This design comes from an exercise in tuning for small area and a short achievable clock period on the open sky130 flow, not from production work.
No functional check of the RTL was part of this run.
Power figures rest on the tool's default switching activity, not on a simulated workload.

### design/flow/config.mk
export PLATFORM = sky130hd
export DESIGN_NAME = cim_mac_tree
export DESIGN_NICKNAME = cim_mac_tree
export VERILOG_FILES = /design/flow/design.v
export SDC_FILE = /design/flow/constraint.sdc
export NUM_CORES = 4
export LEC_CHECK = 0
export CAP_MARGIN = 20
export CORE_MARGIN = 2
export CORE_UTILIZATION = 40
export SLEW_MARGIN = 20
### design/flow/constraint.sdc
create_clock -name core_clock -period 8.0 [get_ports {clk}]
set_input_delay 1.6000 -clock core_clock [delete_from_list [all_inputs] [get_ports {clk}]]
set_output_delay 1.6000 -clock core_clock [all_outputs]
set_load 0.01 [all_outputs]
### design/flow/design.v
module adder_1bit ( 
    input  a,
    input  b,
    input  cin,
    output sum,
    output cout
);
    assign sum  = a ^ b ^ cin;
    assign cout = (a & b) | (b & cin) | (a & cin);
endmodule
module cim_mac_tree (
    input         clk,
    input         rst_n,
    input         mac_en,
    input  [7:0]  col_mux,
    input  [15:0] data_in,
    input  [7:0]  bank0,  bank1,  bank2,  bank3,
                  bank4,  bank5,  bank6,  bank7,
                  bank8,  bank9,  bank10, bank11,
                  bank12, bank13, bank14, bank15,
    output reg [11:0] sum
);
    wire [15:0] en = data_in & {16{mac_en}};
    wire g0_0 = mac_en ? (bank0[0] & data_in[0]) : |(bank0 & col_mux);
    wire g0_1 = bank0[1] & en[0];
    wire g0_2 = bank0[2] & en[0];
    wire g0_3 = bank0[3] & en[0];
    wire g0_4 = bank0[4] & en[0];
    wire g0_5 = bank0[5] & en[0];
    wire g0_6 = bank0[6] & en[0];
    wire g0_7 = bank0[7] & en[0];
    wire g1_0 = mac_en ? (bank1[0] & data_in[1]) : |(bank1 & col_mux);
    wire g1_1 = bank1[1] & en[1];
    wire g1_2 = bank1[2] & en[1];
    wire g1_3 = bank1[3] & en[1];
    wire g1_4 = bank1[4] & en[1];
    wire g1_5 = bank1[5] & en[1];
    wire g1_6 = bank1[6] & en[1];
    wire g1_7 = bank1[7] & en[1];
    wire g2_0 = mac_en ? (bank2[0] & data_in[2]) : |(bank2 & col_mux);
    wire g2_1 = bank2[1] & en[2];
    wire g2_2 = bank2[2] & en[2];
    wire g2_3 = bank2[3] & en[2];
    wire g2_4 = bank2[4] & en[2];
    wire g2_5 = bank2[5] & en[2];
    wire g2_6 = bank2[6] & en[2];
    wire g2_7 = bank2[7] & en[2];
    wire g3_0 = mac_en ? (bank3[0] & data_in[3]) : |(bank3 & col_mux);
    wire g3_1 = bank3[1] & en[3];
    wire g3_2 = bank3[2] & en[3];
    wire g3_3 = bank3[3] & en[3];
    wire g3_4 = bank3[4] & en[3];
    wire g3_5 = bank3[5] & en[3];
    wire g3_6 = bank3[6] & en[3];
    wire g3_7 = bank3[7] & en[3];
    wire g4_0 = mac_en ? (bank4[0] & data_in[4]) : |(bank4 & col_mux);
    wire g4_1 = bank4[1] & en[4];
    wire g4_2 = bank4[2] & en[4];
    wire g4_3 = bank4[3] & en[4];
    wire g4_4 = bank4[4] & en[4];
    wire g4_5 = bank4[5] & en[4];
    wire g4_6 = bank4[6] & en[4];
    wire g4_7 = bank4[7] & en[4];
    wire g5_0 = mac_en ? (bank5[0] & data_in[5]) : |(bank5 & col_mux);
    wire g5_1 = bank5[1] & en[5];
    wire g5_2 = bank5[2] & en[5];
    wire g5_3 = bank5[3] & en[5];
    wire g5_4 = bank5[4] & en[5];
    wire g5_5 = bank5[5] & en[5];
    wire g5_6 = bank5[6] & en[5];
    wire g5_7 = bank5[7] & en[5];
    wire g6_0 = mac_en ? (bank6[0] & data_in[6]) : |(bank6 & col_mux);
    wire g6_1 = bank6[1] & en[6];
    wire g6_2 = bank6[2] & en[6];
    wire g6_3 = bank6[3] & en[6];
    wire g6_4 = bank6[4] & en[6];
    wire g6_5 = bank6[5] & en[6];
    wire g6_6 = bank6[6] & en[6];
    wire g6_7 = bank6[7] & en[6];
    wire g7_0 = mac_en ? (bank7[0] & data_in[7]) : |(bank7 & col_mux);
    wire g7_1 = bank7[1] & en[7];
    wire g7_2 = bank7[2] & en[7];
    wire g7_3 = bank7[3] & en[7];
    wire g7_4 = bank7[4] & en[7];
    wire g7_5 = bank7[5] & en[7];
    wire g7_6 = bank7[6] & en[7];
    wire g7_7 = bank7[7] & en[7];
    wire g8_0 = mac_en ? (bank8[0] & data_in[8]) : |(bank8 & col_mux);
    wire g8_1 = bank8[1] & en[8];
    wire g8_2 = bank8[2] & en[8];
    wire g8_3 = bank8[3] & en[8];
    wire g8_4 = bank8[4] & en[8];
    wire g8_5 = bank8[5] & en[8];
    wire g8_6 = bank8[6] & en[8];
    wire g8_7 = bank8[7] & en[8];
    wire g9_0 = mac_en ? (bank9[0] & data_in[9]) : |(bank9 & col_mux);
    wire g9_1 = bank9[1] & en[9];
    wire g9_2 = bank9[2] & en[9];
    wire g9_3 = bank9[3] & en[9];
    wire g9_4 = bank9[4] & en[9];
    wire g9_5 = bank9[5] & en[9];
    wire g9_6 = bank9[6] & en[9];
    wire g9_7 = bank9[7] & en[9];
    wire g10_0 = mac_en ? (bank10[0] & data_in[10]) : |(bank10 & col_mux);
    wire g10_1 = bank10[1] & en[10];
    wire g10_2 = bank10[2] & en[10];
    wire g10_3 = bank10[3] & en[10];
    wire g10_4 = bank10[4] & en[10];
    wire g10_5 = bank10[5] & en[10];
    wire g10_6 = bank10[6] & en[10];
    wire g10_7 = bank10[7] & en[10];
    wire g11_0 = mac_en ? (bank11[0] & data_in[11]) : |(bank11 & col_mux);
    wire g11_1 = bank11[1] & en[11];
    wire g11_2 = bank11[2] & en[11];
    wire g11_3 = bank11[3] & en[11];
    wire g11_4 = bank11[4] & en[11];
    wire g11_5 = bank11[5] & en[11];
    wire g11_6 = bank11[6] & en[11];
    wire g11_7 = bank11[7] & en[11];
    wire g12_0 = mac_en ? (bank12[0] & data_in[12]) : |(bank12 & col_mux);
    wire g12_1 = bank12[1] & en[12];
    wire g12_2 = bank12[2] & en[12];
    wire g12_3 = bank12[3] & en[12];
    wire g12_4 = bank12[4] & en[12];
    wire g12_5 = bank12[5] & en[12];
    wire g12_6 = bank12[6] & en[12];
    wire g12_7 = bank12[7] & en[12];
    wire g13_0 = mac_en ? (bank13[0] & data_in[13]) : |(bank13 & col_mux);
    wire g13_1 = bank13[1] & en[13];
    wire g13_2 = bank13[2] & en[13];
    wire g13_3 = bank13[3] & en[13];
    wire g13_4 = bank13[4] & en[13];
    wire g13_5 = bank13[5] & en[13];
    wire g13_6 = bank13[6] & en[13];
    wire g13_7 = bank13[7] & en[13];
    wire g14_0 = mac_en ? (bank14[0] & data_in[14]) : |(bank14 & col_mux);
    wire g14_1 = bank14[1] & en[14];
    wire g14_2 = bank14[2] & en[14];
    wire g14_3 = bank14[3] & en[14];
    wire g14_4 = bank14[4] & en[14];
    wire g14_5 = bank14[5] & en[14];
    wire g14_6 = bank14[6] & en[14];
    wire g14_7 = bank14[7] & en[14];
    wire g15_0 = mac_en ? (bank15[0] & data_in[15]) : |(bank15 & col_mux);
    wire g15_1 = bank15[1] & en[15];
    wire g15_2 = bank15[2] & en[15];
    wire g15_3 = bank15[3] & en[15];
    wire g15_4 = bank15[4] & en[15];
    wire g15_5 = bank15[5] & en[15];
    wire g15_6 = bank15[6] & en[15];
    wire g15_7 = bank15[7] & en[15];
    wire s1, c2;
    wire s3, c4;
    wire s5, c6;
    wire s7, c8;
    wire s9, c10;
    wire s11, c12;
    wire s13, c14;
    wire s15, c16;
    wire s17, c18;
    wire s19, c20;
    wire s21, c22;
    wire s23, c24;
    wire s25, c26;
    wire s27, c28;
    wire s29, c30;
    wire s31, c32;
    wire s33, c34;
    wire s35, c36;
    wire s37, c38;
    wire s39, c40;
    wire s41, c42;
    wire s43, c44;
    wire s45, c46;
    wire s47, c48;
    wire s49, c50;
    wire s51, c52;
    wire s53, c54;
    wire s55, c56;
    wire s57, c58;
    wire s59, c60;
    wire s61, c62;
    wire s63, c64;
    wire s65, c66;
    wire s67, c68;
    wire s69, c70;
    wire s71, c72;
    wire s73, c74;
    wire s75, c76;
    wire s77, c78;
    wire s79, c80;
    wire s81, c82;
    wire s83, c84;
    wire s85, c86;
    wire s87, c88;
    wire s89, c90;
    wire s91, c92;
    wire s93, c94;
    wire s95, c96;
    wire s97, c98;
    wire s99, c100;
    wire s101, c102;
    wire s103, c104;
    wire s105, c106;
    wire s107, c108;
    wire s109, c110;
    wire s111, c112;
    wire s113, c114;
    wire s115, c116;
    wire s117, c118;
    wire s119, c120;
    wire s121, c122;
    wire s123, c124;
    wire s125, c126;
    wire s127, c128;
    wire s129, c130;
    wire s131, c132;
    wire s133, c134;
    wire s135, c136;
    wire s137, c138;
    wire s139, c140;
    wire s141, c142;
    wire s143, c144;
    wire s145, c146;
    wire s147, c148;
    wire s149, c150;
    wire s151, c152;
    wire s153, c154;
    wire s155, c156;
    wire s157, c158;
    wire s159, c160;
    wire s161, c162;
    wire s163, c164;
    wire s165, c166;
    wire s167, c168;
    wire s169, c170;
    wire s171, c172;
    wire s173, c174;
    wire s175, c176;
    wire s177, c178;
    wire s179, c180;
    wire s181, c182;
    wire s183, c184;
    wire s185, c186;
    wire s187, c188;
    wire s189, c190;
    wire s191, c192;
    wire s193, c194;
    wire s195, c196;
    wire s197, c198;
    wire s199, c200;
    wire s201, c202;
    wire s203, c204;
    wire s205, c206;
    wire s207, c208;
    wire s209, c210;
    wire s211, c212;
    wire s213, c214;
    wire s215, c216;
    wire s217, c218;
    adder_1bit u_s1 (.a(g0_0), .b(g1_0), .cin(g2_0), .sum(s1), .cout(c2));
    adder_1bit u_s3 (.a(g3_0), .b(g4_0), .cin(g5_0), .sum(s3), .cout(c4));
    adder_1bit u_s5 (.a(g6_0), .b(g7_0), .cin(g8_0), .sum(s5), .cout(c6));
    adder_1bit u_s7 (.a(g9_0), .b(g10_0), .cin(g11_0), .sum(s7), .cout(c8));
    adder_1bit u_s9 (.a(g12_0), .b(g13_0), .cin(g14_0), .sum(s9), .cout(c10));
    adder_1bit u_s11 (.a(g0_1), .b(g1_1), .cin(g2_1), .sum(s11), .cout(c12));
    adder_1bit u_s13 (.a(g3_1), .b(g4_1), .cin(g5_1), .sum(s13), .cout(c14));
    adder_1bit u_s15 (.a(g6_1), .b(g7_1), .cin(g8_1), .sum(s15), .cout(c16));
    adder_1bit u_s17 (.a(g9_1), .b(g10_1), .cin(g11_1), .sum(s17), .cout(c18));
    adder_1bit u_s19 (.a(g12_1), .b(g13_1), .cin(g14_1), .sum(s19), .cout(c20));
    adder_1bit u_s21 (.a(g15_1), .b(s11), .cin(s13), .sum(s21), .cout(c22));
    adder_1bit u_s23 (.a(s15), .b(s17), .cin(s19), .sum(s23), .cout(c24));
    adder_1bit u_s25 (.a(g0_2), .b(g1_2), .cin(g2_2), .sum(s25), .cout(c26));
    adder_1bit u_s27 (.a(g3_2), .b(g4_2), .cin(g5_2), .sum(s27), .cout(c28));
    adder_1bit u_s29 (.a(g6_2), .b(g7_2), .cin(g8_2), .sum(s29), .cout(c30));
    adder_1bit u_s31 (.a(g9_2), .b(g10_2), .cin(g11_2), .sum(s31), .cout(c32));
    adder_1bit u_s33 (.a(g12_2), .b(g13_2), .cin(g14_2), .sum(s33), .cout(c34));
    adder_1bit u_s35 (.a(g15_2), .b(c12), .cin(c14), .sum(s35), .cout(c36));
    adder_1bit u_s37 (.a(c16), .b(c18), .cin(c20), .sum(s37), .cout(c38));
    adder_1bit u_s39 (.a(s25), .b(s27), .cin(s29), .sum(s39), .cout(c40));
    adder_1bit u_s41 (.a(g0_3), .b(g1_3), .cin(g2_3), .sum(s41), .cout(c42));
    adder_1bit u_s43 (.a(g3_3), .b(g4_3), .cin(g5_3), .sum(s43), .cout(c44));
    adder_1bit u_s45 (.a(g6_3), .b(g7_3), .cin(g8_3), .sum(s45), .cout(c46));
    adder_1bit u_s47 (.a(g9_3), .b(g10_3), .cin(g11_3), .sum(s47), .cout(c48));
    adder_1bit u_s49 (.a(g12_3), .b(g13_3), .cin(g14_3), .sum(s49), .cout(c50));
    adder_1bit u_s51 (.a(g15_3), .b(c26), .cin(c28), .sum(s51), .cout(c52));
    adder_1bit u_s53 (.a(c30), .b(c32), .cin(c34), .sum(s53), .cout(c54));
    adder_1bit u_s55 (.a(s41), .b(s43), .cin(s45), .sum(s55), .cout(c56));
    adder_1bit u_s57 (.a(g0_4), .b(g1_4), .cin(g2_4), .sum(s57), .cout(c58));
    adder_1bit u_s59 (.a(g3_4), .b(g4_4), .cin(g5_4), .sum(s59), .cout(c60));
    adder_1bit u_s61 (.a(g6_4), .b(g7_4), .cin(g8_4), .sum(s61), .cout(c62));
    adder_1bit u_s63 (.a(g9_4), .b(g10_4), .cin(g11_4), .sum(s63), .cout(c64));
    adder_1bit u_s65 (.a(g12_4), .b(g13_4), .cin(g14_4), .sum(s65), .cout(c66));
    adder_1bit u_s67 (.a(g15_4), .b(c42), .cin(c44), .sum(s67), .cout(c68));
    adder_1bit u_s69 (.a(c46), .b(c48), .cin(c50), .sum(s69), .cout(c70));
    adder_1bit u_s71 (.a(s57), .b(s59), .cin(s61), .sum(s71), .cout(c72));
    adder_1bit u_s73 (.a(g0_5), .b(g1_5), .cin(g2_5), .sum(s73), .cout(c74));
    adder_1bit u_s75 (.a(g3_5), .b(g4_5), .cin(g5_5), .sum(s75), .cout(c76));
    adder_1bit u_s77 (.a(g6_5), .b(g7_5), .cin(g8_5), .sum(s77), .cout(c78));
    adder_1bit u_s79 (.a(g9_5), .b(g10_5), .cin(g11_5), .sum(s79), .cout(c80));
    adder_1bit u_s81 (.a(g12_5), .b(g13_5), .cin(g14_5), .sum(s81), .cout(c82));
    adder_1bit u_s83 (.a(g15_5), .b(c58), .cin(c60), .sum(s83), .cout(c84));
    adder_1bit u_s85 (.a(c62), .b(c64), .cin(c66), .sum(s85), .cout(c86));
    adder_1bit u_s87 (.a(s73), .b(s75), .cin(s77), .sum(s87), .cout(c88));
    adder_1bit u_s89 (.a(g0_6), .b(g1_6), .cin(g2_6), .sum(s89), .cout(c90));
    adder_1bit u_s91 (.a(g3_6), .b(g4_6), .cin(g5_6), .sum(s91), .cout(c92));
    adder_1bit u_s93 (.a(g6_6), .b(g7_6), .cin(g8_6), .sum(s93), .cout(c94));
    adder_1bit u_s95 (.a(g9_6), .b(g10_6), .cin(g11_6), .sum(s95), .cout(c96));
    adder_1bit u_s97 (.a(g12_6), .b(g13_6), .cin(g14_6), .sum(s97), .cout(c98));
    adder_1bit u_s99 (.a(g15_6), .b(c74), .cin(c76), .sum(s99), .cout(c100));
    adder_1bit u_s101 (.a(c78), .b(c80), .cin(c82), .sum(s101), .cout(c102));
    adder_1bit u_s103 (.a(s89), .b(s91), .cin(s93), .sum(s103), .cout(c104));
    adder_1bit u_s105 (.a(g0_7), .b(g1_7), .cin(g2_7), .sum(s105), .cout(c106));
    adder_1bit u_s107 (.a(g3_7), .b(g4_7), .cin(g5_7), .sum(s107), .cout(c108));
    adder_1bit u_s109 (.a(g6_7), .b(g7_7), .cin(g8_7), .sum(s109), .cout(c110));
    adder_1bit u_s111 (.a(g9_7), .b(g10_7), .cin(g11_7), .sum(s111), .cout(c112));
    adder_1bit u_s113 (.a(g12_7), .b(g13_7), .cin(g14_7), .sum(s113), .cout(c114));
    adder_1bit u_s115 (.a(g15_7), .b(c90), .cin(c92), .sum(s115), .cout(c116));
    adder_1bit u_s117 (.a(c94), .b(c96), .cin(c98), .sum(s117), .cout(c118));
    adder_1bit u_s119 (.a(s105), .b(s107), .cin(s109), .sum(s119), .cout(c120));
    adder_1bit u_s121 (.a(c106), .b(c108), .cin(c110), .sum(s121), .cout(c122));
    reg [66:0] r1;
    wire [66:0] d1 = {c122, s121, c120, c118, c116, c114, c112, s119, s117, s115, c104, c102, c100, s113, s111, s103, s101, s99, c88, c86, c84, s97, s95, s87, s85, s83, c72, c70, c68, s81, s79, s71, s69, s67, c56, c54, c52, s65, s63, s55, s53, s51, c40, c38, c36, s49, s47, s39, s37, s35, c24, c22, s33, s31, s23, s21, c10, c8, c6, c4, c2, s9, s7, s5, s3, s1, g15_0};
    adder_1bit u_s123 (.a(r1[0]), .b(r1[1]), .cin(r1[2]), .sum(s123), .cout(c124));
    adder_1bit u_s125 (.a(r1[3]), .b(r1[4]), .cin(r1[5]), .sum(s125), .cout(c126));
    adder_1bit u_s127 (.a(r1[6]), .b(r1[7]), .cin(r1[8]), .sum(s127), .cout(c128));
    adder_1bit u_s129 (.a(r1[9]), .b(r1[10]), .cin(r1[11]), .sum(s129), .cout(c130));
    adder_1bit u_s131 (.a(r1[12]), .b(c124), .cin(c126), .sum(s131), .cout(c132));
    adder_1bit u_s133 (.a(s127), .b(s129), .cin(s131), .sum(s133), .cout(c134));
    adder_1bit u_s135 (.a(r1[13]), .b(r1[14]), .cin(r1[15]), .sum(s135), .cout(c136));
    adder_1bit u_s137 (.a(r1[16]), .b(r1[17]), .cin(r1[18]), .sum(s137), .cout(c138));
    adder_1bit u_s139 (.a(r1[19]), .b(c128), .cin(c130), .sum(s139), .cout(c140));
    adder_1bit u_s141 (.a(s135), .b(s137), .cin(c132), .sum(s141), .cout(c142));
    adder_1bit u_s143 (.a(s139), .b(c134), .cin(s141), .sum(s143), .cout(c144));
    adder_1bit u_s145 (.a(r1[20]), .b(r1[21]), .cin(r1[22]), .sum(s145), .cout(c146));
    adder_1bit u_s147 (.a(r1[23]), .b(r1[24]), .cin(r1[25]), .sum(s147), .cout(c148));
    adder_1bit u_s149 (.a(r1[26]), .b(r1[27]), .cin(c136), .sum(s149), .cout(c150));
    adder_1bit u_s151 (.a(c138), .b(s145), .cin(s147), .sum(s151), .cout(c152));
    adder_1bit u_s153 (.a(c140), .b(s149), .cin(s151), .sum(s153), .cout(c154));
    adder_1bit u_s155 (.a(c142), .b(s153), .cin(c144), .sum(s155), .cout(c156));
    adder_1bit u_s157 (.a(r1[28]), .b(r1[29]), .cin(r1[30]), .sum(s157), .cout(c158));
    adder_1bit u_s159 (.a(r1[31]), .b(r1[32]), .cin(r1[33]), .sum(s159), .cout(c160));
    adder_1bit u_s161 (.a(r1[34]), .b(r1[35]), .cin(c146), .sum(s161), .cout(c162));
    adder_1bit u_s163 (.a(c148), .b(s157), .cin(s159), .sum(s163), .cout(c164));
    adder_1bit u_s165 (.a(c150), .b(c152), .cin(s161), .sum(s165), .cout(c166));
    adder_1bit u_s167 (.a(s163), .b(c154), .cin(s165), .sum(s167), .cout(c168));
    adder_1bit u_s169 (.a(r1[36]), .b(r1[37]), .cin(r1[38]), .sum(s169), .cout(c170));
    adder_1bit u_s171 (.a(r1[39]), .b(r1[40]), .cin(r1[41]), .sum(s171), .cout(c172));
    adder_1bit u_s173 (.a(r1[42]), .b(r1[43]), .cin(c158), .sum(s173), .cout(c174));
    adder_1bit u_s175 (.a(c160), .b(s169), .cin(s171), .sum(s175), .cout(c176));
    adder_1bit u_s177 (.a(c162), .b(c164), .cin(s173), .sum(s177), .cout(c178));
    adder_1bit u_s179 (.a(s175), .b(c166), .cin(s177), .sum(s179), .cout(c180));
    adder_1bit u_s181 (.a(r1[44]), .b(r1[45]), .cin(r1[46]), .sum(s181), .cout(c182));
    adder_1bit u_s183 (.a(r1[47]), .b(r1[48]), .cin(r1[49]), .sum(s183), .cout(c184));
    adder_1bit u_s185 (.a(r1[50]), .b(r1[51]), .cin(c170), .sum(s185), .cout(c186));
    adder_1bit u_s187 (.a(c172), .b(s181), .cin(s183), .sum(s187), .cout(c188));
    adder_1bit u_s189 (.a(c174), .b(c176), .cin(s185), .sum(s189), .cout(c190));
    adder_1bit u_s191 (.a(s187), .b(c178), .cin(s189), .sum(s191), .cout(c192));
    adder_1bit u_s193 (.a(r1[52]), .b(r1[53]), .cin(r1[54]), .sum(s193), .cout(c194));
    adder_1bit u_s195 (.a(r1[55]), .b(r1[56]), .cin(r1[57]), .sum(s195), .cout(c196));
    adder_1bit u_s197 (.a(r1[58]), .b(r1[59]), .cin(c182), .sum(s197), .cout(c198));
    adder_1bit u_s199 (.a(c184), .b(s193), .cin(s195), .sum(s199), .cout(c200));
    adder_1bit u_s201 (.a(c186), .b(c188), .cin(s197), .sum(s201), .cout(c202));
    adder_1bit u_s203 (.a(s199), .b(c190), .cin(s201), .sum(s203), .cout(c204));
    adder_1bit u_s205 (.a(r1[60]), .b(r1[61]), .cin(r1[62]), .sum(s205), .cout(c206));
    adder_1bit u_s207 (.a(r1[63]), .b(r1[64]), .cin(r1[65]), .sum(s207), .cout(c208));
    adder_1bit u_s209 (.a(c194), .b(c196), .cin(s205), .sum(s209), .cout(c210));
    adder_1bit u_s211 (.a(s207), .b(c198), .cin(c200), .sum(s211), .cout(c212));
    adder_1bit u_s213 (.a(s209), .b(c202), .cin(s211), .sum(s213), .cout(c214));
    adder_1bit u_s215 (.a(r1[66]), .b(c206), .cin(c208), .sum(s215), .cout(c216));
    adder_1bit u_s217 (.a(c210), .b(s215), .cin(c212), .sum(s217), .cout(c218));
    wire [11:0] rowA = {1'b0, c216, c214, c204, c192, c180, c168, s167, s155, s143, s133, s123};
    wire [11:0] rowB = {1'b0, c218, s217, s213, s203, s191, s179, c156, 1'b0, 1'b0, 1'b0, s125};
    wire [11:0] tot = rowA + rowB;
    always @(posedge clk or negedge rst_n) begin
        if (!rst_n) begin
            r1  <= 67'd0;
            sum <= 12'd0;
        end else begin
            r1  <= d1;
            sum <= tot;
        end
    end
endmodule
### design/flow/run.sh
#!/bin/bash
# synth_recipe.tcl (not shown) runs the flow's synth.tcl, then flattens the netlist and writes it again
# the make line also repeats each setting of config.mk as NAME=value (left out here)
make -C /OpenROAD-flow-scripts/flow DESIGN_CONFIG=/design/flow/config.mk WORK_HOME=/design/flow/orfs CLKGATE_MAP_FILE= SYNTH_SCRIPT=/design/flow/synth_recipe.tcl finish
==> results.cfg <==
[die]
fp.coreArea_sq_um = 15900
io_pins = 167
dieArea_sq_um = 17500
rows = 46
initial_core_util_pct = 41.2
chipHeight_um = 132
fp.dieW_um = 132

[route]
met2WireLength_um = 11800
drtIter0Drc = 462
drt-total-wl_um = 24300
met1_length_um = 9760
top_layer = met4
vias_per_cell = 5.60
ant_nets = 0
drc = 0
first_pass_iters = 5
routed-wl-met3_um = 1800
vias = 5366
wl_per_cell_um = 25.4

[min_path]
holdCritStartpoint = r1[4]$_DFF_PN0_
hp-class = flip-flop to flip-flop
whs_path_depth = 2
worstHoldEndpoint = sum[0]$_DFF_PN0_

[setup_path]
r2r_start = r1[1]$_DFF_PN0_
critical_path_class = flip-flop to flip-flop
reg2reg_slack_ns = 3.78
arrival_ns = 4.46
crit_path_start_kind = flip-flop
crit_required_ns = 8.25
worstSetupEndpointType = flip-flop
cp_max_fo = 4
worstReg2RegEnd = sum[8]$_DFF_PN0_
reg2reg_depth = 10

[clocking]
post_cts.repair.setup_buffers = 0
cts_num_sinks = 79
cts_resized = 0
cts-root-buf = clkbuf_16
cts_hold_buf = 0
path_clk_slew_ns = 0.06
clk_latency_ns = 0.35
cts_max_path_buffers = 2
cts-htree-levels = 3
cts-buffers-inserted = 9
cts_tree = built

[logic_synthesis]
yosysMostFrequentCell = fa_1
synth_seq_cells = 79
synth_ff_type = dfrtp_1
ys_types = 45
synth_largest_area_cell = fa_1
yosysTopAreaCellShare_pct = 33.2
synthCells = 589
ys.warnings.count = 1
synth_fp_nets = 862
yosysSeqAreaShare_pct = 30.1
synth_commonest_cells = fa_1, inv_1, dfrtp_1
synth_area_leaders = fa_1, dfrtp_1, a22oi_1
postSynth.asyncResetShare_pct = 100
syn_area_sq_um = 6560
synth_edf_count = 0
syn_avg_cell_area_sq_um = 11.1

[final_layout]
num_antenna_cells = 0
multi_input_area_sq_um = 4030
seq_area_sq_um = 1980
nNetsFinal = 1010
syn2layout_area_growth_pct = 31.4
drive_above_1_share_pct = 5.12
fill_cells = 1441

[power_and_ir_drop]
vdd.ir_drop.worst_uv = 190
powerDensity_nw_per_um2 = 264
leakagePower_nw = 4.08

[timing]
finalSetupViolCount = 0
slew_headroom_pct = 40.8
finalMaxSlewViolations = 0
fin_setup_tns_ns = 0
hold_viol_final = 0
post-route-period-util_pct = 52.7
hold-worst-slack_ns = 0.687
skew_ns = 0.00775
rsz0062_at_grt = false
finalCriticalPeriod_ns = 4.22
max_freq_mhz = 237
worst_pin_slew_ns = 0.885

[grt]
antenna_found_initial = 0
overflow = 0
grt_pass1_wl_um = 36200
grt_max_degree = 80
track_usage_pct = 28.6
grt_pass1_vias = 6000

[place]
gp_congestion = 1.02
dpl.hpwl_um = 20300
port-buffer-count = 166

[run_status]
status = complete, no violations

[run]
max_cap_violations = 0
-- worst max-delay path: stages (launching register included) --
cell      delay, ns
dfrtp_1        0.42
fa_1           0.51
fa_1           0.49
fa_1           0.46
fa_1           0.44
fa_1           0.48
ha_1           0.40
nand4_1        0.25
a21oi_2        0.13
or4_1          0.42
o311ai_1       0.11
-- final cells by class --
class                      instances  share of cell area, %
clock buffer                      11                   2.93
clock inverter                     5                  0.740
inverter                          98                   4.27
multi-input combinational        382                   46.7
sequential                        79                   22.9
tap                              216                   3.13
timing repair buffer             167                   19.3
-- per-layer routing --
metal | vias to the layer above | global-route usage (%)
li1 | 2290 | -
met1 | 2684 | 36.4
met4 | 0 | 12.1
met5 | - | 0
met2 | 335 | 48.2
met3 | 57 | 5.23
-- layout by cell type, fill, tap and decap left out, types with 2 or more instances in the layout --
master,netlist,routed
dfrtp_1,79,79
mux2i_1,2,2
clkdlybuf4s50_1,0,164
a21o_2,2,2
xor2_1,2,2
a21oi_1,3,3
a21o_1,2,2
ha_1,9,9
o21ai_0,2,2
a31o_1,4,4
fa_1,109,109
nand3b_1,2,2
nand2_1,32,32
nor2b_1,2,2
a22oi_1,62,62
nand3_1,29,29
inv_1,97,97
clkinv_4,0,2
nor2_1,6,6
nand2b_1,3,3
clkbuf_8,1,2
xnor2_1,4,4
and3_1,59,59
a31o_2,11,11
clkbuf_16,0,9
and2_1,6,6
nand4_1,2,2
a41oi_1,15,15
-- state kept, by name, indices dropped and copies added, names as in the netlist --
signal,cells
r1,67
sum,12
-- how the worst max path moves through the flow --
stage               startpoint               end  slack [ns]  depth (start not counted)
2_1_floorplan  r1[5]$_DFF_PN0_  sum[8]$_DFF_PN0_        4.29                         10
4_1_cts        r1[1]$_DFF_PN0_  sum[8]$_DFF_PN0_        3.75                         10
5_1_grt        r1[1]$_DFF_PN0_  sum[8]$_DFF_PN0_        3.64                         10
6_report       r1[1]$_DFF_PN0_  sum[8]$_DFF_PN0_        3.78                         10
3_5_place_dp   r1[1]$_DFF_PN0_  sum[8]$_DFF_PN0_        3.79                         10
3_3_place_gp   r1[1]$_DFF_PN0_  sum[8]$_DFF_PN0_        3.82                         10
-- through the flow --
step           total power, mW  setup WS [ns]  cells  utilization (%)  cell area (sq um)
5_1_grt                   2.48           3.64    958             54.1               8620
6_report                  2.27           3.78    958             54.1               8620
3_5_place_dp              1.85           3.79    942             52.1               8300
4_1_cts                   2.30           3.75    958             54.1               8620
3_3_place_gp              1.82           3.82    942             52.1               8300
2_1_floorplan             1.42           4.29    589                -               6560
-- kinds of logic after synthesis --
kind of cell / share of synthesized area (%)
flip-flops: 30.1
XOR/XNOR: 0.801
AO/OA/AOI/OAI: 13.5
adder cells (fa/ha/maj): 35.0
buffers and inverters: 8.56
multiplexers: 0.305
AND/OR/NAND/NOR: 11.8
-- power by group --
part,internal (mW),switching (mW)
clock,0.261,0.180
sequential,0.487,0.0355
combinational,0.597,0.712

[static timing again, ports no longer ideal]
How much do the figures lean on ideal ports? The routed layout below was timed once more, with nothing changed but the port constraints. Step 1: set_driving_cell puts a clkbuf_16 on clk and a buf_2 on each other input, an assumption about the parent block. Step 2 times the ports against the registers' clock, not the clock port: input delays grow and output delays shrink by t, the midpoint of the rising clock arrivals with the driver on. Three values: ideal ports, drivers, drivers and shift; two values: the first two.
t (ns): 0.390
setup slack, ns: 3.782 / 3.782 / 3.782
worst hold slack (ns): 0.687 / 0.687 / 0.687
worst slew at a driven data input, ns: 0.05
After both steps this run still meets setup and hold. For this run, drivers alone change the setup slack by 0.000 ns; drivers and shift together by 0.000 ns.
